This is an optimization exercise on Yosys and OpenROAD, whose aim is small area, a short achievable clock period and few clock cycles, not a production implementation. In this exercise RTL edits were held to simulation tests only and were not proved equivalent to the original. Power figures rest on the tool's default switching activity, not on a simulated workload.

--- standard.sh ---
#!/bin/bash
# synth_recipe.tcl (not shown) runs the flow's synth.tcl, then flattens the netlist and writes it again
# the make line also repeats each setting of config.mk as NAME=value (left out here)
make -C /OpenROAD-flow-scripts/flow DESIGN_CONFIG=/design/flow/config.mk WORK_HOME=/design/flow/orfs CLKGATE_MAP_FILE= SYNTH_SCRIPT=/design/flow/synth_recipe.tcl "${@:-finish}"
--- config.mk ---
export PLATFORM = sky130hd
export DESIGN_NAME = LASER
export DESIGN_NICKNAME = LASER
export VERILOG_FILES = /design/flow/design.v
export SDC_FILE = /design/flow/constraint.sdc
export NUM_CORES = 4
export LEC_CHECK = 0
export ABC_AREA = 1
export CAP_MARGIN = 20
export CORE_MARGIN = 2
export CORE_UTILIZATION = 40
export SLEW_MARGIN = 20
export SETUP_SLACK_MARGIN = 7.25
--- design.v ---
module LASER (
    input CLK,
    input RST,
    input  [3:0] X,
    input  [3:0] Y,
    output [3:0] C1X,
    output [3:0] C1Y,
    output [3:0] C2X,
    output [3:0] C2Y,
    output reg DONE
);
reg        scan;           
reg  [5:0] cnt;            
reg  [3:0] ph;             
reg  [3:0] icnt;           
reg        isid;           
reg  [3:0] r0;             
reg  [7:0] Fm;             
reg        pv;             
reg        role;           
reg  [7:0] C1r, C2r;       
wire [7:0] A = role ? C2r : C1r;
wire [7:0] F = role ? C1r : C2r;
wire       read_last = ~scan & (cnt == 6'd40);    
reg  [5:0] best_val;
reg  [7:0] best_pos;
reg  [5:0] mcur;           
reg        eqA;            
wire       stop;           
wire       flush  = RST | stop;
reg        RSTr;           
wire       clr    = RSTr | DONE;   
reg  [15:0] B [0:15];
reg  [3:0]  Xr, Yr;        
reg         pt;            
wire [3:0]  yrow = Yr - ph - 4'd1;     
integer i;
always @(posedge CLK) begin
    RSTr <= RST;
    Xr <= X;
    Yr <= Y;
    pt <= ~RST & ~scan & (cnt != 6'd40);
    for (i = 0; i < 16; i = i + 1) begin
        B[i] <= (clr ? 16'd0 : B[(i + 1) % 16]) | ((pt && yrow == i) ? (16'd1 << Xr) : 16'd0);
    end
end
reg  [16:0] h;
reg  [15:1] fxt;           
wire [31:0] fge = {8'h00, fxt, 9'h1ff};
reg  [8:0]  vrow;          
wire [3:0]  ph_n = ph + 4'd1;
integer vd;
always @(posedge CLK)
    for (vd = 0; vd < 9; vd = vd + 1)
        vrow[vd] <= ({2'b00, ph_n} + vd >= 4) && ({2'b00, ph_n} + vd <= 19);
genvar gd, gc;
function [16:0] hdec;          
    input [3:0] p, fy;
    reg [4:0] d;
    integer k;
    begin
        d = {1'b0, p} - {1'b0, fy};
        for (k = 0; k < 17; k = k + 1)
            hdec[k] = (d == ((k - 8) & 31));
    end
endfunction
function gt6;
    input [5:0] a, b;
    reg [5:0] g, l;
    reg g10, l10, g32, l32, g54, l54, g30, l30;
    begin
        g = a & ~b;
        l = ~a & b;
        g10 = g[1] | (~l[1] & g[0]);  l10 = l[1] | (~g[1] & l[0]);
        g32 = g[3] | (~l[3] & g[2]);  l32 = l[3] | (~g[3] & l[2]);
        g54 = g[5] | (~l[5] & g[4]);  l54 = l[5] | (~g[5] & l[4]);
        g30 = g32 | (~l32 & g10);     l30 = l32 | (~g32 & l10);
        gt6 = g54 | (~l54 & g30);
    end
endfunction
wire [8:0] B_w [0:15];                               
generate
for (gd = 0; gd < 9; gd = gd + 1) begin : g_row
    localparam integer D = gd - 4;
    wire valid = vrow[gd];
    wire s4 = h[8 - D];
    wire s3 = h[8 - D + 1] | h[8 - D - 1] | h[8 - D + 2] | h[8 - D - 2];
    wire s2 = h[8 - D + 3] | h[8 - D - 3];
    wire s0 = ((8 - D + 4) <= 16 ? h[(8 - D + 4) % 17] : 1'b0) |
              ((8 - D - 4) >= 0  ? h[(8 - D - 4 + 17) % 17] : 1'b0);
    for (gc = 0; gc < 16; gc = gc + 1) begin : g_col
        wire le0 = fge[gc + 8]     & ~fge[gc + 8 + 1];
        wire le2 = fge[gc + 8 - 2] & ~fge[gc + 8 + 3];
        wire le3 = fge[gc + 8 - 3] & ~fge[gc + 8 + 4];
        wire le4 = fge[gc + 8 - 4] & ~fge[gc + 8 + 5];
        wire covf = (s4 & le4) | (s3 & le3) | (s2 & le2) | (s0 & le0);
        assign B_w[gc][gd] = B[(D + 16) % 16][gc] & valid & ~covf;
    end
end
endgenerate
function [1:0] fa;             
    input a, b, c;
    fa = {(a & b) | (a & c) | (b & c), a ^ b ^ c};
endfunction
function [1:0] ha;
    input a, b;
    ha = {a & b, a ^ b};
endfunction
wire [2:0] S2n [0:15];
wire [2:0] S3n [0:15];
generate
for (gc = 0; gc < 16; gc = gc + 1) begin : g_vs
    wire [8:0] w = B_w[gc];
    wire [1:0] f1 = fa(w[2], w[3], w[5]);
    wire [1:0] f2 = fa(f1[0], w[4], w[6]);
    wire [1:0] h1 = ha(f1[1], f2[1]);
    assign S2n[gc] = {h1[1], h1[0], f2[0]};
    wire [1:0] f3 = fa(f2[0], w[1], w[7]);
    wire [1:0] h2 = ha(h1[0], f3[1]);
    assign S3n[gc] = {h1[1] | h2[1], h2[0], f3[0]};
end
endgenerate
reg [2:0] S2 [0:15];
reg [2:0] S3 [0:15];
reg [8:0] V_w [0:15];      
reg       v1, sid1, fst1, lst1, wr1;    
reg       restart;         
always @(posedge CLK) begin
    for (i = 0; i < 16; i = i + 1) begin
        S2[i]  <= S2n[i];
        S3[i]  <= S3n[i];
        V_w[i] <= B_w[i] & 9'b100010001;
    end
    v1   <= scan & ~flush & ~restart;
    sid1 <= isid;
    fst1 <= (icnt == 4'd0);
    lst1 <= (icnt == 4'd15);
    wr1  <= (icnt != 4'd0) && (ph < r0);
    if (icnt == 4'd0)
        r0 <= ph;
end
wire [5:0] cov [0:15];
generate
for (gc = 0; gc < 16; gc = gc + 1) begin : g_cov
    wire [15:0] c1;   
    wire [15:0] c2;   
    wire [15:0] c4;   
    assign c1[0] = S3[gc][0];
    assign c1[1] = V_w[gc][0];
    assign c1[2] = V_w[gc][8];
    assign c1[3] = (gc >= 1)  ? S3[(gc + 15) % 16][0] : 1'b0;
    assign c1[4] = (gc <= 14) ? S3[(gc + 1) % 16][0]  : 1'b0;
    assign c1[5] = (gc >= 2)  ? S3[(gc + 14) % 16][0] : 1'b0;
    assign c1[6] = (gc <= 13) ? S3[(gc + 2) % 16][0]  : 1'b0;
    assign c1[7] = (gc >= 3)  ? S2[(gc + 13) % 16][0] : 1'b0;
    assign c1[8] = (gc <= 12) ? S2[(gc + 3) % 16][0]  : 1'b0;
    assign c1[9] = (gc >= 4)  ? V_w[(gc + 12) % 16][4] : 1'b0;
    assign c1[10] = (gc <= 11) ? V_w[(gc + 4) % 16][4] : 1'b0;
    assign c1[15:11] = 5'd0;
    assign c2[0] = S3[gc][1];
    assign c2[1] = (gc >= 1)  ? S3[(gc + 15) % 16][1] : 1'b0;
    assign c2[2] = (gc <= 14) ? S3[(gc + 1) % 16][1]  : 1'b0;
    assign c2[3] = (gc >= 2)  ? S3[(gc + 14) % 16][1] : 1'b0;
    assign c2[4] = (gc <= 13) ? S3[(gc + 2) % 16][1]  : 1'b0;
    assign c2[5] = (gc >= 3)  ? S2[(gc + 13) % 16][1] : 1'b0;
    assign c2[6] = (gc <= 12) ? S2[(gc + 3) % 16][1]  : 1'b0;
    assign c2[15:7] = 9'd0;
    assign c4[0] = S3[gc][2];
    assign c4[1] = (gc >= 1)  ? S3[(gc + 15) % 16][2] : 1'b0;
    assign c4[2] = (gc <= 14) ? S3[(gc + 1) % 16][2]  : 1'b0;
    assign c4[3] = (gc >= 2)  ? S3[(gc + 14) % 16][2] : 1'b0;
    assign c4[4] = (gc <= 13) ? S3[(gc + 2) % 16][2]  : 1'b0;
    assign c4[5] = (gc >= 3)  ? S2[(gc + 13) % 16][2] : 1'b0;
    assign c4[6] = (gc <= 12) ? S2[(gc + 3) % 16][2]  : 1'b0;
    assign c4[15:7] = 9'd0;
    wire [1:0] a1 = fa(c1[0], c1[1], c1[2]);
    wire [1:0] a2 = fa(c1[3], c1[4], c1[5]);
    wire [1:0] a3 = fa(c1[6], c1[7], c1[8]);
    wire [1:0] b1 = fa(c2[0], c2[1], c2[2]);
    wire [1:0] b2 = fa(c2[3], c2[4], c2[5]);
    wire [1:0] e1 = fa(c4[0], c4[1], c4[2]);
    wire [1:0] e2 = fa(c4[3], c4[4], c4[5]);
    wire [1:0] a4 = fa(a1[0], a2[0], a3[0]);
    wire [1:0] b3 = fa(b1[0], b2[0], c2[6]);
    wire [1:0] b4 = fa(a1[1], a2[1], a3[1]);
    wire [1:0] e3 = fa(e1[0], e2[0], c4[6]);
    wire [1:0] a5 = fa(a4[0], c1[9], c1[10]);       
    wire [1:0] b5 = fa(b3[0], b4[0], a4[1]);
    wire [1:0] e4 = fa(e3[0], b1[1], b2[1]);
    wire [1:0] g1 = fa(e1[1], e2[1], e3[1]);
    wire [1:0] e5 = fa(e4[0], b3[1], b4[1]);
    wire [1:0] g2 = fa(g1[0], e4[1], e5[1]);
    wire [4:0] hsum = {g1[1], g2[0], e5[0], b5[0]} + {g2[1], 1'b0, b5[1], a5[1]};
    assign cov[gc] = {hsum, a5[0]};
end
endgenerate
reg [5:0] cov_r [0:15];
wire [3:0] row2 = ph - 4'd2;    
reg       v2, sid2, fst2, lst2, wr2;
always @(posedge CLK) begin
    for (i = 0; i < 16; i = i + 1)
        cov_r[i] <= cov[i];
    v2   <= v1 & ~flush & ~(restart & (sid1 == isid));
    sid2 <= sid1; fst2 <= fst1; lst2 <= lst1; wr2 <= wr1;
end
function gt6c;
    input [5:0] a, b;
    input c;
    reg [5:0] g, l;
    reg g10, l10, g32, l32, g54, l54, g30, l30;
    begin
        g = a & ~b;
        l = ~a & b;
        g10 = g[1] | (~l[1] & (g[0] | (~l[0] & c)));  l10 = l[1] | (~g[1] & l[0]);
        g32 = g[3] | (~l[3] & g[2]);  l32 = l[3] | (~g[3] & l[2]);
        g54 = g[5] | (~l[5] & g[4]);  l54 = l[5] | (~g[5] & l[4]);
        g30 = g32 | (~l32 & g10);     l30 = l32 | (~g32 & l10);
        gt6c = g54 | (~l54 & g30);
    end
endfunction
function [9:0] pick;           
    input [9:0] a, b;
    pick = gt6(b[9:4], a[9:4]) ? b : a;
endfunction
reg [5:0] gv_r [0:1];
reg [2:0] gi_r [0:1];
wire [3:0] row3 = ph - 4'd3;
reg       wr3;
genvar gg;
generate
for (gg = 0; gg < 2; gg = gg + 1) begin : g_half
    wire [9:0] p0 = pick({cov_r[8*gg],     4'd0}, {cov_r[8*gg + 1], 4'd1});
    wire [9:0] p1 = pick({cov_r[8*gg + 2], 4'd2}, {cov_r[8*gg + 3], 4'd3});
    wire [9:0] p2 = pick({cov_r[8*gg + 4], 4'd4}, {cov_r[8*gg + 5], 4'd5});
    wire [9:0] p3 = pick({cov_r[8*gg + 6], 4'd6}, {cov_r[8*gg + 7], 4'd7});
    wire [9:0] p  = pick(pick(p0, p1), pick(p2, p3));
    always @(posedge CLK) begin
        gv_r[gg] <= p[9:4];
        gi_r[gg] <= p[2:0];
    end
end
endgenerate
reg       v3, sid3, fst3, lst3;
wire [7:0] Ac = (v3e & lst3) ? F : A;
always @(posedge CLK) begin
    v3   <= v2 & ~flush & ~(restart & (sid2 == isid));
    sid3 <= sid2; fst3 <= fst2; lst3 <= lst2; wr3 <= wr2;
    if (v2 && row2 == Ac[7:4])
        mcur <= cov_r[Ac[3:0]];
end
wire       hi   = gt6(gv_r[1], gv_r[0]);
wire [5:0] rmax = hi ? gv_r[1] : gv_r[0];
wire [3:0] rarg = hi ? {1'b1, gi_r[1]} : {1'b0, gi_r[0]};
reg        best_wr;        
wire       tb       = wr3 & ~best_wr;
wire       w0       = gt6c(gv_r[0], best_val, tb);
wire       w1       = gt6c(gv_r[1], best_val, tb);
wire       v3e      = v3 & ~(restart & (sid3 == isid));
wire       take     = v3e & (fst3 | (hi ? w1 : w0));
wire [7:0] best_pos_n = take ? {row3, rarg} : best_pos;
always @(posedge CLK)
    restart <= scan & ~flush & take & ((sid3 != isid) | (icnt == 4'd15));
wire       m0       = gt6(gv_r[0], mcur);
wire       m1       = gt6(gv_r[1], mcur);
wire       change   = ~pv | gt6(best_val, mcur) | (take & (hi ? m1 : m0));
wire       eqA_n    = take ? ({row3, rarg} == A) : eqA;
assign     stop     = v3e & lst3 & ~change;
always @(posedge CLK) begin
    if (take) begin
        best_val <= rmax;
        best_pos <= {row3, rarg};
        best_wr  <= wr3;
        eqA      <= ({row3, rarg} == A);
    end
end
always @(posedge CLK) begin
    if (RST) begin
        scan <= 1'b0;
        cnt  <= 6'd0;
        DONE <= 1'b0;
        ph   <= 4'd0;
    end else begin
        DONE <= stop;
        ph   <= ph + 4'd1;
        if (~scan) begin
            cnt  <= read_last ? 6'd0 : cnt + 6'd1;
            scan <= read_last;
        end else if (stop) begin
            scan <= 1'b0;
        end
    end
end
wire       fm_load = restart | (icnt == 4'd15);
wire [3:0] ph1 = ph + 4'd1;
always @(posedge CLK) begin
    if (~scan)
        fxt <= 15'd0;
    else if (fm_load)
        for (vd = 1; vd < 16; vd = vd + 1)
            fxt[vd] <= (best_pos[3:0] >= vd);
end
always @(posedge CLK) begin
    if (~scan)
        h <= hdec(ph1, 4'd0);
    else if (fm_load)
        h <= hdec(ph1, best_pos[7:4]);
    else
        h <= hdec(ph1, Fm[7:4]);
end
always @(posedge CLK) begin
    if (~scan) begin
        icnt <= 4'd0;
        isid <= 1'b0;
        Fm   <= 8'd0;
    end else if (restart) begin
        icnt <= 4'd0;
        Fm   <= best_pos;
    end else begin
        icnt <= icnt + 4'd1;
        if (icnt == 4'd15) begin
            isid <= ~isid;
            Fm   <= best_pos;          
        end
    end
end
always @(posedge CLK) begin
    if (~scan) begin
        role <= 1'b0; pv <= 1'b0;
    end else begin
        if (v3e & lst3) begin
            pv    <= pv | ~eqA_n;
            role  <= ~role;
        end
    end
end
always @(posedge CLK) begin
    if (~scan) begin
        C1r <= 8'd0;
        C2r <= 8'd0;
    end else if (v3e & lst3) begin
        if (role) C2r <= best_pos_n;
        else      C1r <= best_pos_n;
    end
end
assign C1X = C1r[3:0];
assign C1Y = C1r[7:4];
assign C2X = C2r[3:0];
assign C2Y = C2r[7:4];
endmodule
--- flow/run.sh ---
#!/bin/bash
set -e
cp standard.sh standard.sh.log.txt 2>/dev/null || true
sed -i 's/^export SETUP_SLACK_MARGIN.*$//' config.mk
echo "export SETUP_SLACK_MARGIN = ${MARGIN:-7.25}" >> config.mk
bash standard.sh > standard.log 2>&1
--- constraint.sdc ---
create_clock -name core_clock -period 11.0 [get_ports {CLK}]
set_input_delay 2.2000 -clock core_clock [delete_from_list [all_inputs] [get_ports {CLK}]]
set_output_delay 2.2000 -clock core_clock [all_outputs]
set_load 0.01 [all_outputs]
==> summary.txt, run 1 <==
Outcome
  – Status: finished clean

CTS
  – Clk sinks: 646
  – TritonCTS Buffers: around 70
  – Clock root cell: clkbuf_16
  – Clock Tree Buf Depth: 3
  – Hold Buf Count CTS: 0
  – CTS tree: built
  – Clock Pin Slew Worst Setup and Hold Paths: ~60 ps
  – H-Tree Depth: 3
  – Worst skew pair latency: ~660 ps

Floorplanning
  – Starting Density: 0.403
  – Die area: approximately 95000 µm²
  – Chip height: 308 µm
  – Die width: roughly 300 µm
  – Core area: between 90000 and 100000 µm²
  – Number of top-level pins: 27
  – FP Rows: between 100 and 150

Critical path
  – Reg2Reg Depth: 9
  – R2r endpoint: S3[8][1]$_DFF_P_
  – Worst Path Class, Setup: flip-flop to flip-flop
  – Flop-to-flop setup slack: between 7000 and 8000 ps
  – RR Startpoint: fxt[8]$_SDFFE_PN0N_
  – CP Capture Type: flip-flop
  – Worst-path fanout max: 16
  – Worst Path Required: between 10000 and 15000 ps
  – Startpoint Class: flip-flop
  – CP Data Arrival Time: about 4200 ps

STA
  – Tcrit/Tclk final: 0.341
  – Slew headroom: 0.153
  – Tightest Pin Transition: 1270 ps
  – Max Slew Vio Count: 0
  – RSZ-0062 raised after global routing: yes
  – Skew final: between 60 and 70 ps
  – Max frequency: between 200 and 300 MHz
  – Fin worst setup slack: 7250 ps
  – Hold Slack: 324 ps
  – Minimum clock period: between 3000 and 4000 ps
  – Count of final setup violators: 0
  – Setup total negative slack: 0 ps
  – Fin. Hold Viols: 0

Global route
  – First-pass GRT wire length: between 150000 and 200000 µm
  – GR peak layer: met2
  – Total gr overflow: 0
  – Total track usage: 0.261
  – Number of global-route vias before repair: a little under 30000
  – Met3 Use GR: 0.0529
  – Grt met2 use: 0.401
  – Pin count of the biggest net entering global routing: about 220
  – Initial antenna violation count: 3
  – Global routing usage on met1: 0.357

Synthesis
  – Mux contribution to synthesized area: 0.00177
  – Mean post-synth cell area: around 8.3 µm²
  – Top-area cell type share of the netlist area: 0.342
  – YS warnings: 8
  – Simple-Gate Fraction of Synth Area: 0.147
  – Main combinational cell family by area after synthesis: adder cells
  – FF+latch count, synth: around 650
  – Post-Synth XOR/XNOR Area: 0.0138
  – Number of synthesized flops with an enable pin: 17
  – Ys flop type: dfxtp_1
  – Fraction of registers with async set/reset: 0
  – Cell accounting for the most synthesized area: dfxtp_1
  – Cell area after synthesis: approximately 37000 µm²
  – Cells after Synth: 4431
  – Post-Synth Adder-Cell Area: 0.216
  – Post-synth cell types: approximately 60
  – Synth Area in Compound Gates: 0.144
  – Area contributors post-synth: dfxtp_1 (34%), fa_1 (17%), inv_1 (10%)
  – Post-synthesis sequential area ratio: 0.356
  – Syn nets: roughly 4900

Route
  – Post-DRT Antenna Nets: 0
  – DR vias/cell: roughly 5.4
  – Vias post-DR: 30400
  – Post-Route WL: 125000 µm
  – Starting DRT DRC Count: 2888
  – Drt wl/cell: 22.0 µm
  – Post-route DRC: 0
  – DR pass1 iterations: 8

Placement
  – Port-buffer cells: 26
  – DP Area: around 38000 µm²
  – Dpl hpwl: between 90000 and 100000 µm
  – Routability cong.: 1.02
  – Pre-CTS setup slack: approximately 6200 ps

Layout
  – Share of cells above drive strength 1: 0.0805
  – Post-route cell area: ~41000 µm²
  – Final Net Count: 4890
  – Layout area overhead: 12.3%

Pwr
  – Peak VDD IR: about 0.12 mV
  – Static leakage: about 17 nW
  – Pwr Density: around 150 nW/µm²

Min path
  – Hold crit path type: flip-flop to flip-flop
  – Worst hold start: fst1$_DFF_P_
  – Hold EP: fst2$_DFF_P_
  – Worst hold path depth: 0

Run
  – Max-Cap Viols: 0
[placed cells by master, fill, tap and decap left out, drive strengths merged, types with 9 or more instances in the layout]
master	Yosys	routed
nand3	99	99
clkbuf	148	98
o211ai	10	10
a211oi	16	16
a21o	15	15
o21ai	136	136
clkinvlp	0	16
edfxtp	17	17
nand2	644	644
o2111ai	28	28
fa	311	311
dlygate4sd2	0	10
a21oi	163	163
o21bai	10	10
bufinv	0	9
xnor2	13	13
a221oi	44	44
inv	1003	1008
nand3b	9	9
buf	14	57
o22ai	368	368
nor3	47	47
dfxtp	629	629
nor2	299	299
nand4	111	111
xor2	45	45
nor4	17	17
clkdlybuf4s50	0	16
clkinv	22	29
a22oi	12	12
ha	140	140
[flip-flops by register name (all words and copies together), names as in the netlist, 8 cells and up]
register,cells
B,256
cov_r,96
S2,48
S3,48
V_w,48
h,17
fxt,15
gv_r,12
vrow,9
C1r,8
C2r,8
best_pos,8
[final cells by class]
type                    instances  area [µm²]
clock inverters                36         473
repair inverters                1        5.00
well taps                    1186        1480
repair buffers                 85         747
clock buffers                  96        2080
inverters                    1025        3930
multi-input cells            2598       19500
flip-flops and latches        646       13100
fillers                      8905       50100
diodes                          1        2.50
[synth_stat cells, types with 28 or more instances]
cell and count:
inv_1 989, dfxtp_1 629, nand2_1 616, o22ai_1 368, fa_1 311, nor2_1 289, a21oi_1 160, clkbuf_1 148
ha_1 140, nand4_1 111, o21ai_0 109, nand3_1 98, nor3_1 47, xor2_1 45, a221oi_1 44, o2111ai_1 28
[kinds of logic (layout without fill, tap and decap cells)]
| family | count (synthesis) | in the layout |
|---|---|---|
| simple gates | 1242 | 1242 |
| buf+inv | 1187 | 1243 |
| compound gates | 841 | 841 |
| flops | 646 | 646 |
| fa+ha+maj | 451 | 451 |
| xor+xnor | 58 | 58 |
| mux | 6 | 6 |
| other cells | 0 | 1 |
[stage by stage]
step / util / total power, mW / std cells
global route: 0.452 / 6.44 / 5673
floorplan: - / 3.26 / 4431
finish: 0.452 / 6.21 / 5674
detailed placement: 0.418 / 3.63 / 5518
global placement: 0.418 / 3.63 / 5518
CTS: 0.448 / 6.21 / 5652
[power by group]
part           internal, mW  total, mW  switching [mW]
Combinational         0.319       1.11           0.790
Sequential             2.42       2.52          0.0990
Clock                  1.55       2.58            1.03
[routing by layer]
metal | routed length [µm] | share of wire
met1 | 54900 | 0.44
met2 | 54000 | 0.43
met3 | 10200 | 0.082
met4 | 5850 | 0.047
met5 | 13 | 0.00010
[how the worst max path moves through the flow]
stage	from	endpoint	slack (ps)	depth (start not counted)
global route	fxt[11]$_SDFFE_PN0N_	S3[8][1]$_DFF_P_	7170	11
detailed placement	h[9]$_DFF_P_	S3[13][1]$_DFF_P_	6240	11
floorplan	h[9]$_DFF_P_	S3[15][1]$_DFF_P_	7430	11
CTS	h[12]$_DFF_P_	S3[13][1]$_DFF_P_	7210	10
global placement	h[9]$_DFF_P_	S3[15][1]$_DFF_P_	6270	11
finish	fxt[8]$_SDFFE_PN0N_	S3[8][1]$_DFF_P_	7250	9
[worst max-delay path, cell delays in order, from the launching register on]
cell and delay [ps]:
dfxtp_4 510, clkinvlp_4 280, nor2_1 540, nand2_1 110, nand4_1 150, fa_2 520, fa_1 530, fa_1 440
inv_1 80, fa_1 420
[repair_timing]
| item | in CTS | in global routing |
|---|---|---|
| gates cloned | 0 | 2 |
| resized for setup | 67 | 68 |
| buffers inserted | 2 | 19 |
| pin swaps | 4 | 16 |
| endpoints found under the setup margin | 108 | 32 |
Testbench counts, summed over its fixed seeds: cycles 12,021.
==> run 2: changes to the inputs <==
==> flow/run.sh (replaced) <==
#!/bin/bash
set -e
cp standard.sh standard.sh.log.txt 2>/dev/null || true
sed -i 's/^export SETUP_SLACK_MARGIN.*$//' config.mk
echo "export SETUP_SLACK_MARGIN = ${MARGIN:-8}" >> config.mk
bash standard.sh > standard.log 2>&1
--- a/config.mk
+++ b/config.mk
@@ -10,4 +10,4 @@
 export CORE_MARGIN = 2
 export CORE_UTILIZATION = 40
 export SLEW_MARGIN = 20
-export SETUP_SLACK_MARGIN = 7.25
+export SETUP_SLACK_MARGIN = 8
==> run 2 against run 1 <==
- sequential share of layout area decreased by 2.0 points
- wire length increased by 5.2%
- final area increased by 8.1%
- worst setup slack improved by 310 ps
- area after synthesis unchanged
- count of clock-buffer cells in the layout increased by 7
- clock skew decreased by 19 ps
- register-to-register slack improved by 310 ps
- core utilization increased by 3.7 points
- global-route usage increased by 1.4 points
- non-clock buffer count increased by 136
- largest power group unchanged
- highest routed layer unchanged
==> summary.txt, run 2 <==
Critical path
  – Critical path's top delay family: adder cells
  – Flop-to-flop setup slack: about 7600 ps
  – Critical Path Slowest Stage Cell: fa_2
  – Critical path depth in cells: 12
  – Worst Path Required: between 10000 and 15000 ps
  – Worst setup path endpoint: cov_r[7][4]$_DFF_P_
  – Worst-path fanout max: 4
  – Largest stage delay, worst path: approximately 600 ps
  – WP buf/inv: 3
  – RR Startpoint: S3[7][2]$_DFF_P_
  – CP Data Arrival Time: between 3000 and 4000 ps
  – CP Capture Type: flip-flop
  – Crit path from: S3[7][2]$_DFF_P_
  – R2r endpoint: cov_r[7][4]$_DFF_P_
  – Worst Path Class, Setup: flip-flop to flip-flop
  – Worst-path cell chain: fa_1 -> fa_1 -> inv_2 -> fa_1 -> fa_2 -> inv_2 -> ha_4 -> nand2_2 -> inv_2 -> nor2_1 -> nor2_1 -> xor2_1
  – Reg2Reg Depth: 12
  – Startpoint Class: flip-flop

Route
  – Drt wl/cell: roughly 23 µm
  – Post-DRT Antenna Nets: 0
  – Vias post-DR: ~31000
  – Post-Route WL: approximately 130000 µm
  – DR vias/cell: 5.38
  – DR pass1 iterations: 6
  – Post-route DRC: 0
  – Starting DRT DRC Count: between 3000 and 4000

CTS
  – CTS tree: built
  – TritonCTS Buffers: around 70
  – Clock root cell: clkbuf_16
  – Clock Tree Buf Depth: 3
  – Worst skew pair latency: 660 ps
  – Hold Buf Count CTS: 0
  – Clock Pin Slew Worst Setup and Hold Paths: about 60 ps
  – Clk sinks: 646
  – H-Tree Depth: 3

Synthesis
  – Top-count cell post-synth: inv_1
  – Simple-Gate Fraction of Synth Area: 0.147
  – Mux contribution to synthesized area: 0.00177
  – Synth Area in Compound Gates: 0.144
  – Fraction of registers with async set/reset: 0
  – Number of synthesized flops with an enable pin: 17
  – Cell accounting for the most synthesized area: dfxtp_1
  – Cell area after synthesis: between 30000 and 40000 µm²
  – Top-area cell type share of the netlist area: 0.342
  – Post-synthesis sequential area ratio: 0.356
  – Post-Synth XOR/XNOR Area: 0.0138
  – Post-Synth Adder-Cell Area: 0.216
  – Post-synth cell types: 61
  – Syn nets: roughly 4900
  – Ys flop type: dfxtp_1
  – YS warnings: 8
  – Mean post-synth cell area: between 8 and 9 µm²
  – Cells after Synth: roughly 4400
  – FF+latch count, synth: 646
  – Top cells by count, synth: inv_1 (989), dfxtp_1 (629), nand2_1 (616)
  – Area contributors post-synth: dfxtp_1 (34%), fa_1 (17%), inv_1 (10%)
  – Main combinational cell family by area after synthesis: adder cells

Layout
  – Reg with most FFs: B
  – N_diodes: 0
  – Sequential Area: ~13000 µm²
  – Most frequent cells in the layout: inv_1 (887), nand2_1 (577), dfxtp_1 (550)
  – Share of cells above drive strength 1: 0.204
  – Fillers: about 8500
  – Final Net Count: just over 5000
  – Largest register FFs: 256
  – Core Util, Final: 0.489
  – Layout area overhead: 21.4%
  – Biggest regs: B: 256 flops, cov_r: 96 flops
  – Most common cell after layout, fill and taps aside: inv_1
  – Multi-input logic area: approximately 21000 µm²

Min path
  – Hold crit path type: flip-flop to flip-flop

Placement
  – Dpl hpwl: roughly 96000 µm
  – Pre-CTS setup slack: 6400 ps
  – Port-buffer cells: 26
  – Routability cong.: between 1 and 1.5

STA
  – Count of final setup violators: 0
  – Tightest Pin Transition: ~1100 ps
  – Setup total negative slack: 0 ps
  – Tcrit/Tclk final: 0.312
  – Minimum clock period: about 3400 ps
  – Fin worst setup slack: about 7600 ps
  – Slew headroom: 0.258
  – Max frequency: between 200 and 300 MHz
  – Skew final: about 42 ps
  – Fin. Hold Viols: 0
  – RSZ-0062 raised after global routing: yes
  – Max Slew Vio Count: 0

Pwr
  – Reg power frac: 0.393
  – Internal: between 4 and 5 mW
  – Pwr Density: approximately 140 nW/µm²
  – Peak VDD IR: roughly 0.13 mV
  – Static leakage: 18.3 nW
  – Total Power: between 6 and 7 mW
  – Gate power share: 0.207
  – Net Sw Power: between 1.5 and 2 mW
  – Sw frac: 0.314
  – Share of total power in the clock network: 0.400

Floorplanning
  – Number of top-level pins: 27
  – Die area: roughly 95000 µm²
  – Core area: 91500 µm²
  – Starting Density: 0.403
  – Chip height: around 310 µm
  – FP Rows: between 100 and 150
  – Die width: ~300 µm

Global route
  – Pin count of the biggest net entering global routing: 93
  – Number of global-route vias before repair: 30200
  – Initial antenna violation count: 2
  – Total track usage: 0.275
  – Total gr overflow: 0
  – First-pass GRT wire length: 194000 µm

Run
  – Max-Cap Viols: 0

Outcome
  – Status: finished clean
## run 2: cell counts after synthesis
Identical to the previous run, type by type.
## run 2: layout make-up
type / instances / area share
timing repair buffer: 221 / 0.0486
tap: 1186 / 0.0332
multi-input combinational: 2601 / 0.473
inverter: 1025 / 0.0909
timing repair inverter: 4 / 0.000783
clock buffer: 103 / 0.0486
sequential: 646 / 0.297
clock inverter: 27 / 0.00783
## run 2: cells by family (layout without fill, tap and decap cells)
logic type,count (synthesis),in the layout
AO/OA/AOI/OAI,841,841
XOR/XNOR,58,58
adder cells (fa/ha/maj),451,451
buffers and inverters,1187,1380
flip-flops,646,646
multiplexers,6,6
AND/OR/NAND/NOR,1242,1245
## run 2: worst min path at each step
stage / end / slack (ps) / cells past startpoint / startpoint
after floorplan: fst2$_DFF_P_ / 310 / 0 / fst1$_DFF_P_
after global placement: lst2$_DFF_P_ / 310 / 0 / lst1$_DFF_P_
after detailed placement: wr3$_DFF_P_ / 310 / 0 / wr2$_DFF_P_
after CTS: fst3$_DFF_P_ / 330 / 0 / fst2$_DFF_P_
after global routing: wr3$_DFF_P_ / 330 / 0 / wr2$_DFF_P_
final: fst3$_DFF_P_ / 320 / 0 / fst2$_DFF_P_
## run 2: metrics by stage
step / cell area (µm²) / instances / hold WS, ps
4_1_cts: 43500 / 5752 / 325
5_1_grt: 44700 / 5813 / 330
3_5_place_dp: 38600 / 5509 / 313
3_3_place_gp: 38600 / 5509 / 313
2_1_floorplan: 37300 / 4431 / 310
6_report: 44700 / 5813 / 324
## run 2: power groups by stage
| stage | registers (mW) | clock network, mW | logic, mW |
|---|---|---|---|
| finish | 2.50 | 2.54 | 1.32 |
| global route | 2.50 | 2.67 | 1.43 |
| CTS | 2.50 | 2.59 | 1.18 |
| detailed placement | 2.55 | 0 | 1.09 |
| global placement | 2.55 | 0 | 1.09 |
| floorplan | 2.51 | 0 | 0.755 |
## run 2: per-layer routing
metal	track usage	vias to the layer above	part of all wire
li1	-	14600	-
met1	0.373	14900	0.43
met2	0.423	1360	0.44
met3	0.0548	395	0.080
met4	0.122	2	0.052
met5	0	-	0.000099
## run 2: repair_timing
action,in CTS,in global routing
pin swaps,137,131
resized for setup,467,224
endpoints found under the setup margin,471,374
cloned,5,3
buffers inserted,108,58
==> run 3: changes to the inputs <==
--- a/design.v
+++ b/design.v
@@ -111,13 +111,14 @@
 generate
 for (gc = 0; gc < 16; gc = gc + 1) begin : g_vs
     wire [8:0] w = B_w[gc];
-    wire [1:0] f1 = fa(w[2], w[3], w[5]);
-    wire [1:0] f2 = fa(f1[0], w[4], w[6]);
+    wire [1:0] f1 = fa(w[2], w[3], w[4]);
+    wire [1:0] f2 = fa(f1[0], w[5], w[6]);
     wire [1:0] h1 = ha(f1[1], f2[1]);
     assign S2n[gc] = {h1[1], h1[0], f2[0]};
-    wire [1:0] f3 = fa(f2[0], w[1], w[7]);
-    wire [1:0] h2 = ha(h1[0], f3[1]);
-    assign S3n[gc] = {h1[1] | h2[1], h2[0], f3[0]};
+    wire [1:0] f3 = fa(w[1], w[7], w[5]);
+    wire [1:0] f4 = fa(f1[0], f3[0], w[6]);
+    wire [1:0] f5 = fa(f1[1], f3[1], f4[1]);
+    assign S3n[gc] = {f5[1], f5[0], f4[0]};
 end
 endgenerate
 reg [2:0] S2 [0:15];
==> run 3 against run 2 <==
- area after synthesis increased by 1.6%
- sequential share of layout area decreased by 0.58 points
- wire length decreased by 1.0%
- flip-flop and latch count unchanged
- register-to-register slack improved by 80 ps
- final cell count increased by 2.9%
- largest power group is now sequential cells
==> summary.txt, run 3 <==
Critical path
  – Reg2Reg Depth: 11
  – WP buf/inv: 3
  – RR Startpoint: S3[7][2]$_DFF_P_
  – Worst-path cell chain: buf_6 -> fa_1 -> fa_1 -> inv_1 -> fa_1 -> fa_2 -> inv_2 -> ha_4 -> a21oi_2 -> nor2_1 -> xor2_1
  – Flop-to-flop setup slack: between 7000 and 8000 ps
  – Critical path's top delay family: adder cells
  – Critical Path Slowest Stage Cell: fa_2
  – Worst Path Required: ~12000 ps
  – Startpoint Class: flip-flop
  – R2r endpoint: cov_r[5][4]$_DFF_P_
  – CP Data Arrival Time: between 3000 and 4000 ps
  – Worst-path fanout max: 5
  – CP Capture Type: flip-flop
  – Largest stage delay, worst path: ~570 ps
  – Most frequent CP cell: fa_1
  – Worst Path Class, Setup: flip-flop to flip-flop

Placement
  – Dpl hpwl: between 90000 and 100000 µm
  – DP Area: 39200 µm²
  – Port-buffer cells: 26
  – Routability cong.: roughly 1.0
  – Placed cells: 5657

STA
  – Setup total negative slack: 0 ps
  – Tightest Pin Transition: 1140 ps
  – Hold Slack: around 320 ps
  – Max frequency: approximately 300 MHz
  – RSZ-0062 raised after global routing: yes
  – Tcrit/Tclk final: 0.305
  – Count of final setup violators: 0
  – Fin. Hold Viols: 0
  – Slew headroom: 0.237
  – Max Slew Vio Count: 0
  – Minimum clock period: ~3400 ps
  – Skew final: ~27 ps

CTS
  – Clock Pin Slew Worst Setup and Hold Paths: 60 ps
  – Clk sinks: 646
  – Clock root cell: clkbuf_16
  – CTS tree: built
  – H-Tree Depth: 3
  – Worst skew pair latency: between 600 and 700 ps
  – TritonCTS Buffers: 73
  – Clock Tree Buf Depth: 3

Synthesis
  – Cell area after synthesis: 37500 µm²
  – Syn nets: approximately 5000
  – Top cells by count, synth: inv_1 (1046), dfxtp_1 (629), nand2_1 (545)
  – Top-count cell post-synth: inv_1
  – Area contributors post-synth: dfxtp_1 (34%), fa_1 (17%), inv_1 (10%)
  – Fraction of registers with async set/reset: 0
  – Number of synthesized flops with an enable pin: 17
  – Top-area cell type share of the netlist area: 0.336
  – YS warnings: 8
  – Ys flop type: dfxtp_1
  – Post-synth cell types: 60
  – Cells after Synth: ~4500
  – Post-synthesis sequential area ratio: 0.350
  – Cell accounting for the most synthesized area: dfxtp_1
  – Mean post-synth cell area: 8.32 µm²
  – FF+latch count, synth: approximately 650

Pwr
  – Static leakage: ~19 nW
  – Internal: 4.29 mW
  – Share of total power in the clock network: 0.392
  – Sw frac: 0.315
  – Gate power share: 0.207
  – Reg power frac: 0.401
  – Net Sw Power: 1.97 mW
  – Pwr Density: around 140 nW/µm²
  – Peak VDD IR: ~0.14 mV

Global route
  – Total gr overflow: 0
  – Initial antenna violation count: 4
  – Met3 Use GR: 0.0428
  – Pin count of the biggest net entering global routing: ~100
  – GR peak layer: met2
  – Number of global-route vias before repair: around 30000
  – Global routing usage on met1: 0.364
  – Grt met2 use: 0.417
  – First-pass GRT wire length: 192000 µm
  – Total track usage: 0.267

Layout
  – Fillers: 8868
  – Biggest regs: B: 256 flops, cov_r: 96 flops
  – Post-Layout Cell Count: approximately 6000
  – N_diodes: 0
  – Most common cell after layout, fill and taps aside: inv_1
  – Layout area overhead: 22.0%
  – Reg with most FFs: B
  – Final Net Count: between 5000 and 6000
  – Post-route cell area: 45700 µm²
  – Share of cells above drive strength 1: 0.212
  – Largest register FFs: approximately 260
  – Most frequent cells in the layout: inv_1 (939), dfxtp_1 (532), nand2_1 (511)

Floorplanning
  – Die width: between 300 and 400 µm
  – Chip height: 310 µm
  – FP Rows: between 100 and 150
  – Starting Density: 0.403
  – Die area: roughly 96000 µm²
  – Number of top-level pins: 27
  – Core area: 93000 µm²

Route
  – Post-DRT Antenna Nets: 0
  – Post-route DRC: 0
  – Post-Route WL: between 100000 and 150000 µm
  – Vias post-DR: around 32000
  – DR pass1 iterations: 6
  – Drt wl/cell: between 20 and 25 µm
  – Starting DRT DRC Count: 2976
  – DR vias/cell: between 5 and 6

Run
  – Max-Cap Viols: 0

Min path
  – Hold EP: fst2$_DFF_P_
  – Worst hold path depth: 0
  – Hold crit path type: flip-flop to flip-flop
  – Worst hold start: fst1$_DFF_P_

Outcome
  – Status: finished clean
[run 3: cell count changes after synthesis, sizes merged, moves of 25 or more]
| cell | change |
|---|---|
| nor3 | +27 |
| o21ai | +31 |
| nand4 | -63 |
| nor2 | +93 |
| a211oi | +33 |
| inv | +53 |
| o22ai | -25 |
| a21oi | -39 |
| nand2 | -70 |
[run 3: final cells by class]
type / count / area [µm²] / area share
flip-flops and latches: 646 / 13300 / 0.291
well taps: 1254 / 1570 / 0.0343
repair buffers: 254 / 2520 / 0.0552
multi-input cells: 2631 / 21800 / 0.476
clock buffers: 98 / 2110 / 0.0461
repair inverters: 1 / 5.00 / 0.000110
inverters: 1071 / 4150 / 0.0908
clock inverters: 29 / 282 / 0.00616
[run 3: power groups by stage]
stage          clock [mW]  sequential, mW  combinational (mW)
6_report             2.45            2.51                1.30
3_5_place_dp            0            2.56                1.07
5_1_grt              2.60            2.51                1.41
3_3_place_gp            0            2.56                1.07
2_1_floorplan           0            2.50               0.790
4_1_cts              2.50            2.51                1.20
[run 3: metal layers]
layer	wire length (µm)	share of wire
met5	9	0.000069
met4	7200	0.055
met3	8240	0.063
met2	57300	0.44
met1	57400	0.44
[run 3: worst max path at each step]
stage	startpoint	endpoint	cells after the start
3_3_place_gp	ph[0]$_SDFF_PP0_	h[9]$_DFF_P_	12
5_1_grt	S3[10][2]$_DFF_P_	cov_r[12][4]$_DFF_P_	12
6_report	S3[7][2]$_DFF_P_	cov_r[5][4]$_DFF_P_	11
2_1_floorplan	S3[9][2]$_DFF_P_	cov_r[11][4]$_DFF_P_	12
3_5_place_dp	ph[0]$_SDFF_PP0_	h[13]$_DFF_P_	13
4_1_cts	C1r[3]$_SDFFE_PN0P_	C1X[3]	1
[run 3: cell families after synthesis]
logic type      count (synthesis)  share of synthesized area
compound gates                856                      0.147
xor+xnor                       57                     0.0133
fa+ha+maj                     467                      0.222
buf+inv                      1228                      0.124
flops                         646                      0.350
mux                             5                    0.00147
simple gates                 1243                      0.143
[run 3: worst reg2reg max path: cells and delay by family, from the launching register on]
family          cells  cell delay (ps)
simple gates        1               70
buf+inv             3              260
flops               1              400
fa+ha+maj           5             2240
xor+xnor            1              160
compound gates      1              120
[run 3: what timing repair did]
item / 4_1_cts / 5_1_grt
endpoints found under the setup margin: 507 / 449
gates resized for setup: 547 / 226
gates cloned: 5 / 3
hold buffers: 0 / 0
buffers inserted: 129 / 63
pin swaps: 156 / 125
[run 3: stage by stage]
stage | power (mW) | worst slack [ps] | util
6_report | 6.26 | 7650 | 0.491
5_1_grt | 6.52 | 7550 | 0.491
4_1_cts | 6.22 | 7660 | 0.477
3_5_place_dp | 3.63 | 6980 | 0.421
3_3_place_gp | 3.63 | 6610 | 0.421
2_1_floorplan | 3.29 | 7870 | -
Testbench counts of run 3, summed over its fixed seeds: cycles 12,021.
==> run 4: changes to the inputs <==
==> flow/run.sh (replaced) <==
#!/bin/bash
set -e
cp standard.sh standard.sh.log.txt 2>/dev/null || true
sed -i 's/^export SETUP_SLACK_MARGIN.*$//' config.mk
echo "export SETUP_SLACK_MARGIN = ${MARGIN:-7.25}" >> config.mk
bash standard.sh > standard.log 2>&1
--- a/config.mk
+++ b/config.mk
@@ -10,4 +10,4 @@
 export CORE_MARGIN = 2
 export CORE_UTILIZATION = 40
 export SLEW_MARGIN = 20
-export SETUP_SLACK_MARGIN = 8
+export SETUP_SLACK_MARGIN = 7.25
==> run 4 against run 3 <==
- final area down 9.2%
- wire length down 4.1%
- synthesized cell count unchanged
- sequential share of layout area up 2.5 points
- critical path depth down 2
- fmax down 12%
==> summary.txt, run 4 <==
Min path
  – Worst hold start: fst2$_DFF_P_
  – Hold crit path type: flip-flop to flip-flop

Synthesis
  – Cell accounting for the most synthesized area: dfxtp_1
  – Ys flop type: dfxtp_1
  – Mean post-synth cell area: a little over 8 µm²
  – Area contributors post-synth: dfxtp_1 (34%), fa_1 (17%), inv_1 (10%)
  – Syn nets: around 5000
  – FF+latch count, synth: about 650
  – Cells after Synth: about 4500
  – Fraction of registers with async set/reset: 0
  – Number of synthesized flops with an enable pin: 17
  – YS warnings: 8
  – Top-count cell post-synth: inv_1
  – Post-synthesis sequential area ratio: 0.350
  – Cell area after synthesis: approximately 37000 µm²
  – Top-area cell type share of the netlist area: 0.336
  – Post-synth cell types: 60
  – Top cells by count, synth: inv_1 (1046), dfxtp_1 (629), nand2_1 (545)

STA
  – Setup total negative slack: 0 ps
  – RSZ-0062 raised after global routing: yes
  – Max Slew Vio Count: 0
  – Count of final setup violators: 0
  – Skew final: between 20 and 25 ps
  – Tcrit/Tclk final: 0.345
  – Slew headroom: 0.182
  – Tightest Pin Transition: between 1000 and 1500 ps
  – Max frequency: ~260 MHz
  – Fin. Hold Viols: 0
  – Minimum clock period: roughly 3800 ps

Layout
  – Reg with most FFs: B
  – Share of cells above drive strength 1: 0.0631
  – Most common cell after layout, fill and taps aside: inv_1
  – Core Util, Final: 0.446
  – Final Net Count: approximately 5000
  – Most frequent cells in the layout: inv_1 (1037), dfxtp_1 (611), nand2_1 (541)
  – Layout area overhead: 10.8%
  – Biggest regs: B: 256 flops, cov_r: 96 flops
  – Largest register FFs: between 200 and 300

Route
  – DR pass1 iterations: 6
  – Vias post-DR: a little over 30000
  – Post-DRT Antenna Nets: 0
  – Starting DRT DRC Count: 2970
  – Post-Route WL: 125000 µm
  – Post-route DRC: 0
  – DR vias/cell: 5.23
  – Drt wl/cell: roughly 22 µm

Critical path
  – CP Capture Type: flip-flop
  – Worst Path Class, Setup: flip-flop to flip-flop
  – CP Data Arrival Time: 4280 ps
  – Worst Path Required: 11490 ps
  – RR Startpoint: h[7]$_SDFF_PN0_
  – Crit path from: h[7]$_SDFF_PN0_
  – Worst-path fanout max: 21
  – Startpoint Class: flip-flop

Pwr
  – Pwr Density: roughly 150 nW/µm²
  – Peak VDD IR: between 0.1 and 0.15 mV
  – Static leakage: 17.5 nW
  – Total Power: 6.10 mW

CTS
  – Clk sinks: between 600 and 700
  – Clock root cell: clkbuf_16
  – Worst skew pair latency: 640 ps
  – Clock Pin Slew Worst Setup and Hold Paths: around 60 ps
  – CTS tree: built
  – Clock Tree Buf Depth: 3
  – TritonCTS Buffers: slightly above 70
  – H-Tree Depth: 3

Floorplanning
  – Starting Density: 0.403
  – FP Rows: between 100 and 150
  – Chip height: roughly 310 µm
  – Die area: slightly below 100000 µm²
  – Number of top-level pins: 27
  – Die width: slightly above 300 µm
  – Core area: a little over 90000 µm²

Outcome
  – Status: finished clean

Global route
  – Pin count of the biggest net entering global routing: 165
  – Total gr overflow: 0
  – First-pass GRT wire length: about 190000 µm
  – Initial antenna violation count: 4
  – Total track usage: 0.260
  – Number of global-route vias before repair: between 20000 and 30000

Placement
  – Routability cong.: around 1.0
  – Dpl hpwl: between 90000 and 100000 µm
  – Port-buffer cells: 26

Run
  – Max-Cap Viols: 0
[run 4: worst paths after layout]
path                                          to  slack [ps]  cells after the start
worst max-delay path            S3[3][1]$_DFF_P_        7210                      9
worst min-delay path                fst3$_DFF_P_         330                      0
worst max register to register  S3[3][1]$_DFF_P_        7210                      9
worst min register to register      fst3$_DFF_P_         330                      0
[run 4: through the flow]
step	area, µm²	instances	worst slack (ps)	hold WS (ps)
finish	41500	5785	7210	326
global route	41500	5784	7150	330
CTS	41300	5778	7260	326
detailed placement	38900	5648	6810	312
global placement	38900	5648	6690	312
floorplan	37500	4502	7640	310
[run 4: where the power goes]
part	internal [mW]	total (mW)	switching, mW
registers	2.42	2.51	0.0936
clock network	1.44	2.46	1.01
logic	0.319	1.13	0.807
total	4.19	6.10	1.92
[run 4: critical path: stages, from the launching register on]
cell,delay (ps)
dfxtp_1,300
buf_4,240
nor2_1,520
inv_2,280
nand2_1,110
o2111ai_1,130
a221oi_1,630
fa_1,560
fa_1,390
fa_1,460
[run 4: layout make-up]
type,count,area (µm²)
Timing Repair Buffer,59,512
Inverter,1071,4060
Tap cell,1254,1570
Fill cell,9199,51600
Multi-Input combinational cell,2628,19800
Clock buffer,89,1980
Antenna cell,1,2.50
Clock inverter,37,415
Sequential cell,646,13100
[run 4: repair_timing]
action,CTS,global route
hold buffers,0,0
resized for setup,33,30
pin swaps,0,0
buffers inserted,4,6
setup endpoints to repair,163,75
[run 4: cell families (layout without fill, tap and decap cells)]
kind of cell	after synthesis	count (layout)	synth area share
mux	5	5	0.00147
xor+xnor	57	57	0.0133
buf+inv	1228	1256	0.124
compound gates	856	856	0.147
fa+ha+maj	467	467	0.222
simple gates	1243	1243	0.143
flops	646	646	0.350
other cells	0	1	0
[run 4: per-layer routing]
layer,GRT usage,wire length [µm]
met5,0,46
met4,0.122,6760
met3,0.0460,9080
met2,0.399,53800
met1,0.355,55100
==> run 5: changes to the inputs <==
==> flow/run.sh (replaced) <==
#!/bin/bash
set -e
cp standard.sh standard.sh.log.txt 2>/dev/null || true
sed -i 's/^export SETUP_SLACK_MARGIN.*$//' config.mk
echo "export SETUP_SLACK_MARGIN = ${MARGIN:-7.5}" >> config.mk
bash standard.sh > standard.log 2>&1
--- a/config.mk
+++ b/config.mk
@@ -10,4 +10,4 @@
 export CORE_MARGIN = 2
 export CORE_UTILIZATION = 40
 export SLEW_MARGIN = 20
-export SETUP_SLACK_MARGIN = 7.25
+export SETUP_SLACK_MARGIN = 7.5
==> run 5 against run 4 <==
- die area did not move
- register-to-register slack improved by 310 ps
- area after synthesis did not move
- first-iteration DRC count fell by 1.3%
- sequential power barely moved
- critical path type unchanged
==> summary.txt, run 5 <==
Outcome
  – Status: finished clean

Layout
  – Fillers: approximately 9100
  – Biggest regs: B: 256 flops, cov_r: 96 flops
  – Most common cell after layout, fill and taps aside: inv_1
  – Reg with most FFs: B
  – Sequential Area: 13200 µm²
  – Most frequent cells in the layout: inv_1 (1028), dfxtp_1 (593), nand2_1 (539)
  – Multi-input logic area: between 20000 and 25000 µm²
  – Largest register FFs: 256
  – Final Net Count: between 4000 and 5000
  – Layout area overhead: 12.3%
  – N_diodes: 0
  – Share of cells above drive strength 1: 0.0846

Synthesis
  – Fraction of registers with async set/reset: 0
  – Area contributors post-synth: dfxtp_1 (34%), fa_1 (17%), inv_1 (10%)
  – Cells after Synth: ~4500
  – YS warnings: 8
  – Top-count cell post-synth: inv_1
  – Number of synthesized flops with an enable pin: 17
  – Mean post-synth cell area: roughly 8.3 µm²
  – Cell area after synthesis: roughly 37000 µm²
  – Syn nets: approximately 5000
  – Post-synth cell types: 60
  – Post-synthesis sequential area ratio: 0.350
  – Cell accounting for the most synthesized area: dfxtp_1
  – FF+latch count, synth: around 650
  – Top-area cell type share of the netlist area: 0.336
  – Top cells by count, synth: inv_1 (1046), dfxtp_1 (629), nand2_1 (545)
  – Ys flop type: dfxtp_1

STA
  – Tightest Pin Transition: between 1000 and 1500 ps
  – Max Slew Vio Count: 0
  – Setup total negative slack: 0 ps
  – Fin. Hold Viols: 0
  – Max frequency: between 200 and 300 MHz
  – Slew headroom: 0.188
  – Count of final setup violators: 0
  – Tcrit/Tclk final: 0.317
  – RSZ-0062 raised after global routing: yes
  – Skew final: roughly 22 ps
  – Minimum clock period: 3480 ps

Placement
  – Dpl hpwl: around 100000 µm
  – Routability cong.: 1.05
  – Port-buffer cells: 26

Critical path
  – CP Data Arrival Time: 3990 ps
  – Critical Path Slowest Stage Cell: fa_1
  – Most frequent CP cell: fa_1
  – CP Capture Type: flip-flop
  – Worst Path Class, Setup: flip-flop to flip-flop
  – Startpoint Class: flip-flop
  – Worst Path Required: 11510 ps
  – Worst-path fanout max: 21
  – Largest stage delay, worst path: about 490 ps
  – Worst-path cell chain: buf_4 -> nor2_2 -> clkinvlp_4 -> buf_4 -> a22oi_1 -> o2111ai_1 -> a21oi_2 -> fa_1 -> fa_1 -> fa_1

CTS
  – TritonCTS Buffers: between 70 and 80
  – Worst skew pair latency: ~640 ps
  – Clock Pin Slew Worst Setup and Hold Paths: 60 ps
  – Clk sinks: 646
  – CTS tree: built
  – Clock root cell: clkbuf_16
  – Hold Buf Count CTS: 0
  – H-Tree Depth: 3
  – Clock Tree Buf Depth: 3

Global route
  – Total track usage: 0.260
  – First-pass GRT wire length: 186000 µm
  – Initial antenna violation count: 3
  – Total gr overflow: 0
  – Pin count of the biggest net entering global routing: ~170
  – Number of global-route vias before repair: just under 30000

Floorplanning
  – Core area: 93000 µm²
  – Chip height: 310 µm
  – FP Rows: 112
  – Number of top-level pins: 27
  – Die width: 310 µm
  – Starting Density: 0.403
  – Die area: between 90000 and 100000 µm²

Run
  – Max-Cap Viols: 0

Pwr
  – Total Power: just over 6 mW
  – Peak VDD IR: approximately 0.13 mV
  – Pwr Density: approximately 150 nW/µm²
  – Static leakage: 17.6 nW

Route
  – Post-Route WL: ~130000 µm
  – Starting DRT DRC Count: roughly 2900
  – DR pass1 iterations: 6
  – Drt wl/cell: ~22 µm
  – Vias post-DR: approximately 30000
  – DR vias/cell: ~5.2
  – Post-DRT Antenna Nets: 0
  – Post-route DRC: 0

Min path
  – Hold crit path type: flip-flop to flip-flop
==> run 5: path summary, 6_finish.rpt <==
| path | from | endpoint | slack, ps | cells after the start |
|---|---|---|---|---|
| hold reg to reg | fst2$_DFF_P_ | fst3$_DFF_P_ | 330 | 0 |
| setup reg to reg | h[7]$_SDFF_PN0_ | S3[8][1]$_DFF_P_ | 7520 | 10 |
| hold / removal | fst2$_DFF_P_ | fst3$_DFF_P_ | 330 | 0 |
| setup / recovery | h[7]$_SDFF_PN0_ | S3[8][1]$_DFF_P_ | 7520 | 10 |
==> run 5: logic make-up (layout without fill, tap and decap cells) <==
kind of cell               after synthesis  after routing  synth area share
and+or+nand+nor                       1243           1243             0.143
buffers and inverters                 1228           1278             0.124
AOI/OAI and AO/OA                      856            856             0.147
DFF                                    646            646             0.350
adders and majority gates              467            467             0.222
xor gates and xnor gates                57             57            0.0133
muxes                                    5              5           0.00147
==> run 5: power by group <==
part	internal, mW	switching (mW)	total (mW)	leakage (nW)
Sequential	2.42	0.0966	2.51	5.27
Combinational	0.337	0.818	1.16	11.2
Clock	1.44	1.01	2.46	1.17
Total	4.20	1.93	6.13	17.6
==> run 5: cell type report <==
class | instances | area share
Clock buffer | 89 | 0.0470
Timing Repair inverter | 2 | 0.000238
Timing Repair Buffer | 79 | 0.0178
Sequential cell | 646 | 0.314
Multi-Input combinational cell | 2628 | 0.477
Clock inverter | 37 | 0.00987
Inverter | 1071 | 0.0973
Tap cell | 1254 | 0.0373
==> run 5: through the flow <==
| stage | utilization | area (µm²) | instances | hold slack (ps) | setup WS (ps) |
|---|---|---|---|---|---|
| after floorplan | - | 37500 | 4502 | 310 | 7640 |
| after global placement | 0.418 | 38900 | 5648 | 312 | 6690 |
| after detailed placement | 0.418 | 38900 | 5648 | 312 | 6810 |
| after CTS | 0.447 | 41600 | 5789 | 326 | 7470 |
| after global routing | 0.452 | 42100 | 5806 | 330 | 7500 |
| final | 0.452 | 42100 | 5806 | 326 | 7520 |
==> run 5: timing repair <==
item	4_1_cts	5_1_grt
cloned	0	2
setup buffers	15	15
resized for setup	100	90
endpoints found under the setup margin	409	97
pin swaps	3	18
==> run 5: layer usage <==
| metal | vias to the layer above | share of wire | global-route usage |
|---|---|---|---|
| li1 | 14400 | - | - |
| met5 | - | 0.00037 | 0 |
| met3 | 356 | 0.068 | 0.0455 |
| met2 | 1248 | 0.43 | 0.399 |
| met4 | 6 | 0.055 | 0.125 |
| met1 | 14300 | 0.44 | 0.355 |
==> run 5: worst max-delay path, delay by kind of cell, from the launching register on <==
family,cells,cell delay (ps)
flops,1,300
compound gates,3,690
fa+ha+maj,3,1360
simple gates,1,390
buf+inv,3,590
==> run 6: changes to the inputs <==
--- a/config.mk
+++ b/config.mk
@@ -9,5 +9,7 @@
 export CAP_MARGIN = 20
 export CORE_MARGIN = 2
 export CORE_UTILIZATION = 40
+export CTS_CLUSTER_DIAMETER = 80
+export CTS_CLUSTER_SIZE = 16
 export SLEW_MARGIN = 20
 export SETUP_SLACK_MARGIN = 7.5
==> run 6 against run 5 <==
- first-iteration DRC count rose by 1.3%
- global-route usage fell by 0.24 points
- still clean
- area after synthesis did not move
- die area did not move
- clock skew rose by 13 ps
- final area fell by 2.0%
- largest power group unchanged
- sequential power barely moved
- fmax fell by 1.6%
==> summary.txt, run 6 <==
STA
  – Slew headroom: 0.174
  – RSZ-0062 raised after global routing: yes
  – Max frequency: around 280 MHz
  – Tcrit/Tclk final: 0.322
  – Tightest Pin Transition: 1230 ps
  – Skew final: 35.8 ps
  – Fin. Hold Viols: 0
  – Minimum clock period: roughly 3500 ps
  – Count of final setup violators: 0
  – Fin worst setup slack: around 7500 ps
  – Setup total negative slack: 0 ps
  – Max Slew Vio Count: 0

CTS
  – Clock Tree Buf Depth: 3
  – TritonCTS Buffers: 50
  – Clock Pin Slew Worst Setup and Hold Paths: 70 ps
  – H-Tree Depth: 2
  – Clock root cell: clkbuf_16
  – Clk sinks: 646
  – CTS tree: built
  – Worst skew pair latency: 630 ps

Synthesis
  – Fraction of registers with async set/reset: 0
  – Number of synthesized flops with an enable pin: 17
  – YS warnings: 8
  – Cells after Synth: 4502
  – Top-count cell post-synth: inv_1
  – Post-synthesis sequential area ratio: 0.350
  – Mean post-synth cell area: between 8 and 9 µm²
  – Top-area cell type share of the netlist area: 0.336
  – Area contributors post-synth: dfxtp_1 (34%), fa_1 (17%), inv_1 (10%)
  – Post-synth cell types: 60
  – Ys flop type: dfxtp_1
  – FF+latch count, synth: 646
  – Top cells by count, synth: inv_1 (1046), dfxtp_1 (629), nand2_1 (545)
  – Cell accounting for the most synthesized area: dfxtp_1
  – Cell area after synthesis: 37500 µm²
  – Syn nets: between 4000 and 5000

Min path
  – Hold crit path type: flip-flop to flip-flop

Critical path
  – Worst-path fanout max: 12
  – Worst Path Class, Setup: flip-flop to flip-flop
  – CP Capture Type: flip-flop
  – Startpoint Class: flip-flop
  – Worst Path Required: around 11000 ps
  – CP Data Arrival Time: 4030 ps

Layout
  – Layout area overhead: 10.1%
  – Biggest regs: B: 256 flops, cov_r: 96 flops
  – Share of cells above drive strength 1: 0.0770
  – Reg with most FFs: B
  – Most frequent cells in the layout: inv_1 (1028), dfxtp_1 (590), nand2_1 (539)
  – Largest register FFs: roughly 260
  – Most common cell after layout, fill and taps aside: inv_1
  – Final Net Count: ~5000

Route
  – DR pass1 iterations: 6
  – Post-Route WL: approximately 120000 µm
  – Drt wl/cell: 21.7 µm
  – DR vias/cell: roughly 5.2
  – Post-DRT Antenna Nets: 0
  – Post-route DRC: 0
  – Vias post-DR: 30200
  – Starting DRT DRC Count: a little under 3000

Placement
  – Dpl hpwl: slightly below 100000 µm
  – Pre-CTS setup slack: roughly 6800 ps
  – Routability cong.: 1.05
  – Port-buffer cells: 26

Floorplanning
  – Starting Density: 0.403
  – Die width: 310 µm
  – Chip height: slightly above 300 µm
  – FP Rows: 112
  – Number of top-level pins: 27
  – Core area: slightly above 90000 µm²
  – Die area: 96100 µm²

Pwr
  – Peak VDD IR: 0.137 mV
  – Static leakage: around 17 nW
  – Pwr Density: about 130 nW/µm²

Global route
  – First-pass GRT wire length: between 150000 and 200000 µm
  – Pin count of the biggest net entering global routing: between 150 and 200
  – Total gr overflow: 0
  – Initial antenna violation count: 3
  – Number of global-route vias before repair: about 29000
  – Total track usage: 0.258

Outcome
  – Status: finished clean

Run
  – Max-Cap Viols: 0
run 6: cell counts after synthesis:
No cell type changed its count.
run 6: metrics by stage:
step            util  instances  instance area (µm²)  hold WS (ps)  power, mW
2_1_floorplan      -       4502                37500           310       3.30
3_3_place_gp   0.418       5648                38900           312       3.67
3_5_place_dp   0.418       5648                38900           312       3.67
4_1_cts        0.438       5738                40700           324       5.43
5_1_grt        0.443       5761                41200           332       5.66
6_report       0.443       5762                41200           323       5.43
run 6: power by group:
part / internal [mW] / switching, mW / leakage (nW)
Clock: 0.878 / 0.887 / 0.710
Combinational: 0.338 / 0.821 / 11.2
Sequential: 2.41 / 0.0962 / 5.27
Total: 3.63 / 1.80 / 17.2
run 6: cells by family after synthesis:
kind of cell,Yosys count,share of synthesized area
simple gates,1243,0.143
buf+inv,1228,0.124
compound gates,856,0.147
flops,646,0.350
fa+ha+maj,467,0.222
xor+xnor,57,0.0133
mux,5,0.00147
run 6: layout make-up:
class	count	area (µm²)
timing repair inverter	1	5.00
inverter	1071	4090
clock inverter	11	141
sequential	646	13200
fill	9213	51800
antenna	1	2.50
multi-input combinational	2628	20100
tap	1254	1570
clock buffer	60	1320
timing repair buffer	90	835
run 6: worst max-delay path: stages, from the launching register on:
cell and delay (ps):
dfxtp_2 540, clkinvlp_4 140, buf_4 180, nor2_1 370, inv_1 230, o2111ai_1 410, a21oi_2 120, fa_1 530
fa_1 430, fa_1 430
run 6: what timing repair did:
item,4_1_cts,5_1_grt
hold buffers,0,0
setup endpoints to repair,412,96
buffers inserted,19,22
gates resized for setup,117,85
gates cloned,0,1
hold endpoints to repair,0,0
pin swaps,4,22
run 6: final timing paths:
kind | to | start | depth (start not counted) | slack (ps)
max | S3[8][1]$_DFF_P_ | fxt[4]$_SDFFE_PN0N_ | 9 | 7460
min | lst2$_DFF_P_ | lst1$_DFF_P_ | 0 | 320
max reg2reg | S3[8][1]$_DFF_P_ | fxt[4]$_SDFFE_PN0N_ | 9 | 7460
min reg2reg | lst2$_DFF_P_ | lst1$_DFF_P_ | 0 | 320
run 6: layer usage:
metal  vias up  GRT usage  wire length [µm]
li1      14400          -                 -
met1     14300      0.355             55200
met2      1216      0.397             54500
met3       323     0.0407              8620
met4         4      0.122              6670
met5         -          0                27
==> run 7: changes to the inputs <==
--- a/config.mk
+++ b/config.mk
@@ -9,7 +9,7 @@
 export CAP_MARGIN = 20
 export CORE_MARGIN = 2
 export CORE_UTILIZATION = 40
-export CTS_CLUSTER_DIAMETER = 80
-export CTS_CLUSTER_SIZE = 16
+export CTS_CLUSTER_DIAMETER = 100
+export CTS_CLUSTER_SIZE = 24
 export SLEW_MARGIN = 20
 export SETUP_SLACK_MARGIN = 7.5
==> run 7 against run 6 <==
- final cell count shrank 0.30%
- synthesized cell count is the same
- critical path depth shrank 1
- register-to-register slack is essentially flat
- still clean on timing, DRC and antenna
- non-clock buffer count shrank 2
- die area is the same
- wire length shrank 0.54%
- count of clock-buffer cells in the layout shrank 16
- fmax shrank 0.11%
==> summary.txt, run 7 <==
Outcome
  – Status: finished clean

Critical path
  – Worst-path cell chain: buf_4 -> nor4_1 -> buf_4 -> inv_1 -> a211oi_1 -> fa_1 -> fa_1 -> fa_1
  – Critical Path Slowest Stage Cell: a211oi_1
  – Worst Path Class, Setup: flip-flop to flip-flop
  – Critical path's top delay family: adder cells
  – WP buf/inv: 3
  – CP Data Arrival Time: between 4000 and 5000 ps
  – Worst-path fanout max: 21
  – Largest stage delay, worst path: 580 ps
  – Worst Path Required: 11480 ps
  – CP Capture Type: flip-flop

Layout
  – Fillers: 9259
  – Core Util, Final: 0.440
  – Share of cells above drive strength 1: 0.0728
  – Most frequent cells in the layout: inv_1 (1027), dfxtp_1 (591), nand2_1 (539)
  – Layout area overhead: 9.28%
  – Biggest regs: B: 256 flops, cov_r: 96 flops
  – Final Net Count: approximately 5000
  – Largest register FFs: roughly 260
  – Reg with most FFs: B

STA
  – Tcrit/Tclk final: 0.322
  – Skew final: around 38 ps
  – Minimum clock period: around 3500 ps
  – Max frequency: between 200 and 300 MHz
  – Max Slew Vio Count: 0
  – RSZ-0062 raised after global routing: yes
  – Fin worst setup slack: 7460 ps
  – Tightest Pin Transition: about 1200 ps
  – Fin. Hold Viols: 0
  – Slew headroom: 0.172

Synthesis
  – Cells after Synth: about 4500
  – Top-area cell type share of the netlist area: 0.336
  – Ys flop type: dfxtp_1
  – Area contributors post-synth: dfxtp_1 (34%), fa_1 (17%), inv_1 (10%)
  – Cell accounting for the most synthesized area: dfxtp_1
  – YS warnings: 8
  – FF+latch count, synth: between 600 and 700
  – Mean post-synth cell area: ~8.3 µm²
  – Top-count cell post-synth: inv_1
  – Fraction of registers with async set/reset: 0
  – Number of synthesized flops with an enable pin: 17
  – Post-synth cell types: 60

Global route
  – First-pass GRT wire length: roughly 180000 µm
  – Pin count of the biggest net entering global routing: about 170
  – Total track usage: 0.257
  – Total gr overflow: 0
  – Initial antenna violation count: 2

CTS
  – Hold Buf Count CTS: 0
  – TritonCTS Buffers: 37
  – Worst skew pair latency: approximately 620 ps
  – Clock Pin Slew Worst Setup and Hold Paths: around 100 ps
  – Clock Tree Buf Depth: 3
  – CTS tree: built

Run
  – Max-Cap Viols: 0

Placement
  – Pre-CTS setup slack: about 7000 ps
  – Routability cong.: about 1.0
  – Placed cells: ~5600

Route
  – Vias post-DR: 30000
  – DR vias/cell: approximately 5.2
  – DR pass1 iterations: 6
  – Post-route DRC: 0
  – Starting DRT DRC Count: ~3000
  – Post-DRT Antenna Nets: 0

Pwr
  – Total Power: ~5.2 mW
  – Static leakage: 17.1 nW
  – Pwr Density: roughly 130 nW/µm²

Floorplanning
  – Number of top-level pins: 27
  – FP Rows: approximately 110
  – Core area: between 90000 and 100000 µm²
  – Chip height: between 300 and 400 µm

Min path
  – Hold crit path type: flip-flop to flip-flop
==> run 7: cell counts after synthesis <==
Identical to the previous run, type by type.
==> run 7: cell families after synthesis <==
| group | Yosys count | share of synthesized area |
|---|---|---|
| AO/OA/AOI/OAI | 856 | 0.147 |
| flip-flops | 646 | 0.350 |
| buffers and inverters | 1228 | 0.124 |
| adder cells (fa/ha/maj) | 467 | 0.222 |
| AND/OR/NAND/NOR | 1243 | 0.143 |
| XOR/XNOR | 57 | 0.0133 |
| multiplexers | 5 | 0.00147 |
==> run 7: worst register-to-register path, delay by kind of cell, from the launching register on <==
family | cells | cell delay (ps)
adders and majority gates | 3 | 1420
buffers and inverters | 3 | 740
AOI/OAI and AO/OA | 1 | 580
and+or+nand+nor | 1 | 350
DFF | 1 | 310
==> run 7: cell type report <==
type | instances | area [µm²] | share of cell area
Timing Repair Buffer | 88 | 783 | 0.0191
Timing Repair inverter | 2 | 10.0 | 0.000245
Inverter | 1071 | 4100 | 0.100
Tap cell | 1254 | 1570 | 0.0383
Sequential cell | 646 | 13200 | 0.323
Antenna cell | 1 | 2.50 | 0.0000611
Multi-Input combinational cell | 2628 | 20100 | 0.490
Clock inverter | 11 | 178 | 0.00434
Clock buffer | 44 | 1030 | 0.0251
==> run 7: timing repair <==
action	CTS	global route
endpoints found under the setup margin	418	99
pin swaps	5	25
gates resized for setup	103	85
setup buffers	18	21
gates cloned	0	2
==> run 7: final timing paths <==
path | from | to | slack (ps) | depth (start not counted)
worst max-delay path | h[7]$_SDFF_PN0_ | S3[8][1]$_DFF_P_ | 7460 | 8
worst min register to register | lst1$_DFF_P_ | lst2$_DFF_P_ | 330 | 0
worst min-delay path | lst1$_DFF_P_ | lst2$_DFF_P_ | 330 | 0
worst max register to register | h[7]$_SDFF_PN0_ | S3[8][1]$_DFF_P_ | 7460 | 8
==> run 7: stage by stage <==
stage,hold slack [ps],area (µm²)
3_5_place_dp,312,38900
5_1_grt,341,40900
3_3_place_gp,312,38900
4_1_cts,334,40400
2_1_floorplan,310,37500
6_report,334,40900
==> run 7: metal layers <==
layer	track usage	part of all wire
met5	0	0.00010
met4	0.112	0.050
met3	0.0397	0.068
met2	0.398	0.44
met1	0.356	0.45
==> run 7: power breakdown <==
part | switching, mW | internal (mW) | total [mW] | leakage, nW
sequential | 0.0961 | 2.41 | 2.51 | 5.27
clock | 0.854 | 0.717 | 1.57 | 0.582
combinational | 0.820 | 0.336 | 1.16 | 11.2

Check on run 7: ideal ports give 7.457 ns setup slack; a clkbuf_16 on the clock port and buf_2 on the inputs give 7.457 ns; moving port delays by the midpoint clock arrival (0.663 ns) as well gives 7.120 ns.
